This is an optimization exercise on Yosys and OpenROAD, whose aim is small area, not a production implementation. The RTL was checked by simulation tests, not by an equivalence proof against the original design. The clock input has no modelled driver; a real chip could not lean on it and would need a root buffer or a full tree. Power and IR drop assume default switching activity.

the reference run:
Design display_top, start of the top module:
module display_top (
	input         clk,     
	input         rst_n,   
	input  [63:0] grid,
	output        hsync,
	output        vsync,
	output [3:0]  red,
	output [3:0]  green,
	output [3:0]  blue
);
Size in the first run: roughly 240 cells after synthesis, roughly 1700 µm² of cells after synthesis.
clock: 39.7 ns
lec_check: 0
cap_margin: 20
core_margin: 2
core_utilization: 40
slew_margin: 20
standard.sh (not shown) runs the stock make flow with config.mk's settings and CLKGATE_MAP_FILE= SYNTH_SCRIPT=/design/flow/synth_recipe.tcl, a recipe that flattens the netlist after the stock synthesis.
==> flow/flow/run.sh <==
#!/bin/bash
# Own layout flow: the standard synthesis, its combinational logic re-mapped
# for area (flip-flops untouched), then the standard ORFS layout with the
# port buffers made of the smallest buffer cell.
set -euo pipefail
WORK=$PWD
FLOWDIR=$WORK/flow
R=$WORK/orfs/results/$FLOW_PLATFORM/display_top/base

bash standard.sh synth > $WORK/std_synth.log 2>&1

cp $R/1_2_yosys.v $WORK/std_netlist.v
LIB=$FLOW_HOME/platforms/sky130hd/lib/sky130_fd_sc_hd__tt_025C_1v80.lib
DU=$(cat $FLOWDIR/dont_use.txt)
# deepsyn is randomised: in each of a few stages, run rounds of it and
# mapping with four seeds from the best netlist so far, and keep the
# smallest netlist found
NSTAGE=6
cp $WORK/std_netlist.v $WORK/resynth_in_0.v
BESTA=1e12
for T in $(seq 1 $NSTAGE); do
  for S in 1 2 3 4; do
    for K in 1 2 3 4; do sed "s/@SEED@/$((T * 100 + S * 10 + K))/" $FLOWDIR/resynth_round.abc; done > $WORK/resynth_${T}_$S.abc
    LIB_FILE=$LIB STD_NETLIST=$WORK/resynth_in_$((T - 1)).v OUT_NETLIST=$WORK/resynth_netlist_${T}_$S.v \
      ABC_SCRIPT=$WORK/resynth_${T}_$S.abc DONT_USE_ARGS="$DU" RESYNTH_STAT=$WORK/resynth_stat_${T}_$S.txt \
      yosys -c $FLOWDIR/resynth.tcl > $WORK/resynth_${T}_$S.log 2>&1 &
  done
  wait
  cp $WORK/resynth_in_$((T - 1)).v $WORK/resynth_in_$T.v
  for S in 1 2 3 4; do
    A=$(awk '/Chip area/{print $NF}' $WORK/resynth_stat_${T}_$S.txt 2>/dev/null || true)
    if [ -n "$A" ] && [ -s $WORK/resynth_netlist_${T}_$S.v ] && awk -v a="$A" -v b="$BESTA" 'BEGIN{exit !(a < b)}'; then
      BESTA=$A
      cp $WORK/resynth_netlist_${T}_$S.v $WORK/resynth_in_$T.v
      echo "stage $T: seed $S, area $A" >> $WORK/resynth_choice.txt
    fi
  done
done
if [ "$BESTA" = 1e12 ]; then echo "resynthesis failed" >&2; exit 1; fi
cp $WORK/resynth_in_$NSTAGE.v $WORK/resynth_netlist.v
cp $WORK/resynth_netlist.v $R/1_2_yosys.v
rm -f $R/1_synth.odb $R/1_synth.sdc

ARGS=("BUFFER_PORTS_ARGS=-buffer_cell sky130_fd_sc_hd__buf_1"
  "CTS_ARGS=-repair_clock_nets -dont_use_dummy_load -buf_list sky130_fd_sc_hd__clkbuf_8 -root_buf sky130_fd_sc_hd__clkbuf_8")
bash standard.sh "${ARGS[@]}" cts > $WORK/std_place_cts.log 2>&1
CTS_ODB=$R/4_cts.odb CLK_PORT=clk openroad -no_init -exit $FLOWDIR/cts_trim.tcl > $WORK/cts_trim.log 2>&1
bash standard.sh "${ARGS[@]}" finish > $WORK/std_layout.log 2>&1
Other scripts of this flow, unchanged in this note and not shown: flow/flow/cts_trim.tcl, flow/flow/dont_use.txt, flow/flow/resynth.tcl, flow/flow/resynth_round.abc
Relative to the reference run, the following input files were edited for the trial run:
--- a/flow/flow/run.sh
+++ b/flow/flow/run.sh
@@ -16,3 +16 @@
-# mapping with four seeds from the best netlist so far, and keep the
-# smallest netlist found
-NSTAGE=6
+# mapping with four seeds from the best netlist so far, and keep the smallest
@@ -20,2 +18 @@
-BESTA=1e12
-for T in $(seq 1 $NSTAGE); do
+for T in 1 2 3; do
@@ -29,9 +26,4 @@
-  cp $WORK/resynth_in_$((T - 1)).v $WORK/resynth_in_$T.v
-  for S in 1 2 3 4; do
-    A=$(awk '/Chip area/{print $NF}' $WORK/resynth_stat_${T}_$S.txt 2>/dev/null || true)
-    if [ -n "$A" ] && [ -s $WORK/resynth_netlist_${T}_$S.v ] && awk -v a="$A" -v b="$BESTA" 'BEGIN{exit !(a < b)}'; then
-      BESTA=$A
-      cp $WORK/resynth_netlist_${T}_$S.v $WORK/resynth_in_$T.v
-      echo "stage $T: seed $S, area $A" >> $WORK/resynth_choice.txt
-    fi
-  done
+  BEST=$(for S in 1 2 3 4; do A=$(awk '/Chip area/{print $NF}' $WORK/resynth_stat_${T}_$S.txt 2>/dev/null || true); [ -n "$A" ] && [ -s $WORK/resynth_netlist_${T}_$S.v ] && echo "$A $S"; done | sort -g | head -1 | cut -d" " -f2 || true)
+  if [ -z "$BEST" ]; then echo "resynthesis failed" >&2; exit 1; fi
+  echo "stage $T: best seed $BEST" >> $WORK/resynth_choice.txt
+  cp $WORK/resynth_netlist_${T}_$BEST.v $WORK/resynth_in_$T.v
@@ -39,2 +31 @@
-if [ "$BESTA" = 1e12 ]; then echo "resynthesis failed" >&2; exit 1; fi
-cp $WORK/resynth_in_$NSTAGE.v $WORK/resynth_netlist.v
+cp $WORK/resynth_in_3.v $WORK/resynth_netlist.v
The trial run finished end to end and its layout was clean on timing, DRC and antenna. On share of cells above drive strength 1, the trial run and the reference run are basically level. The trial run vs the reference run on global-route usage: the trial run is the lower one. Lower worst setup slack among the trial run and the reference run: the trial run. Per the comparison of the trial run with the reference run, clock share of power now sits lower; final cycle utilization of the critical path now sits higher; area share of buffers outside the clock network now sits at about the same level. Looking at hold slack, the trial run sits 0.027 ns higher than the reference run does.

what the ideal ports hide:
No port has a modelled driver above. Below, the same layouts with a new extraction and two added sets of constraints. Step 1, drivers: a clkbuf_16 drives clk and a buf_2 each remaining input, both assumed. Step 2 times the ports against the registers' clock, not the clock port: input delays grow and output delays shrink by t, the midpoint of the rising clock arrivals with the driver on. a / b / c = ideal / step 1 / step 2; a / b = the first two.
run | t, ns | slack for setup (ns) | worst setup path at the end | latest minus earliest clock arrival (ns)
the reference run | 0.175 | 28.844 / 28.858 / 28.683 | input to register | 0.004 / 0.004
the trial run | 0.170 | 28.281 / 28.292 / 28.122 | input to register | 0.007 / 0.006
After both steps every run listed still meets setup and hold. The setup slack of the reference run, which loses most, moves by +0.014 ns with the drivers and by -0.161 ns with both steps.
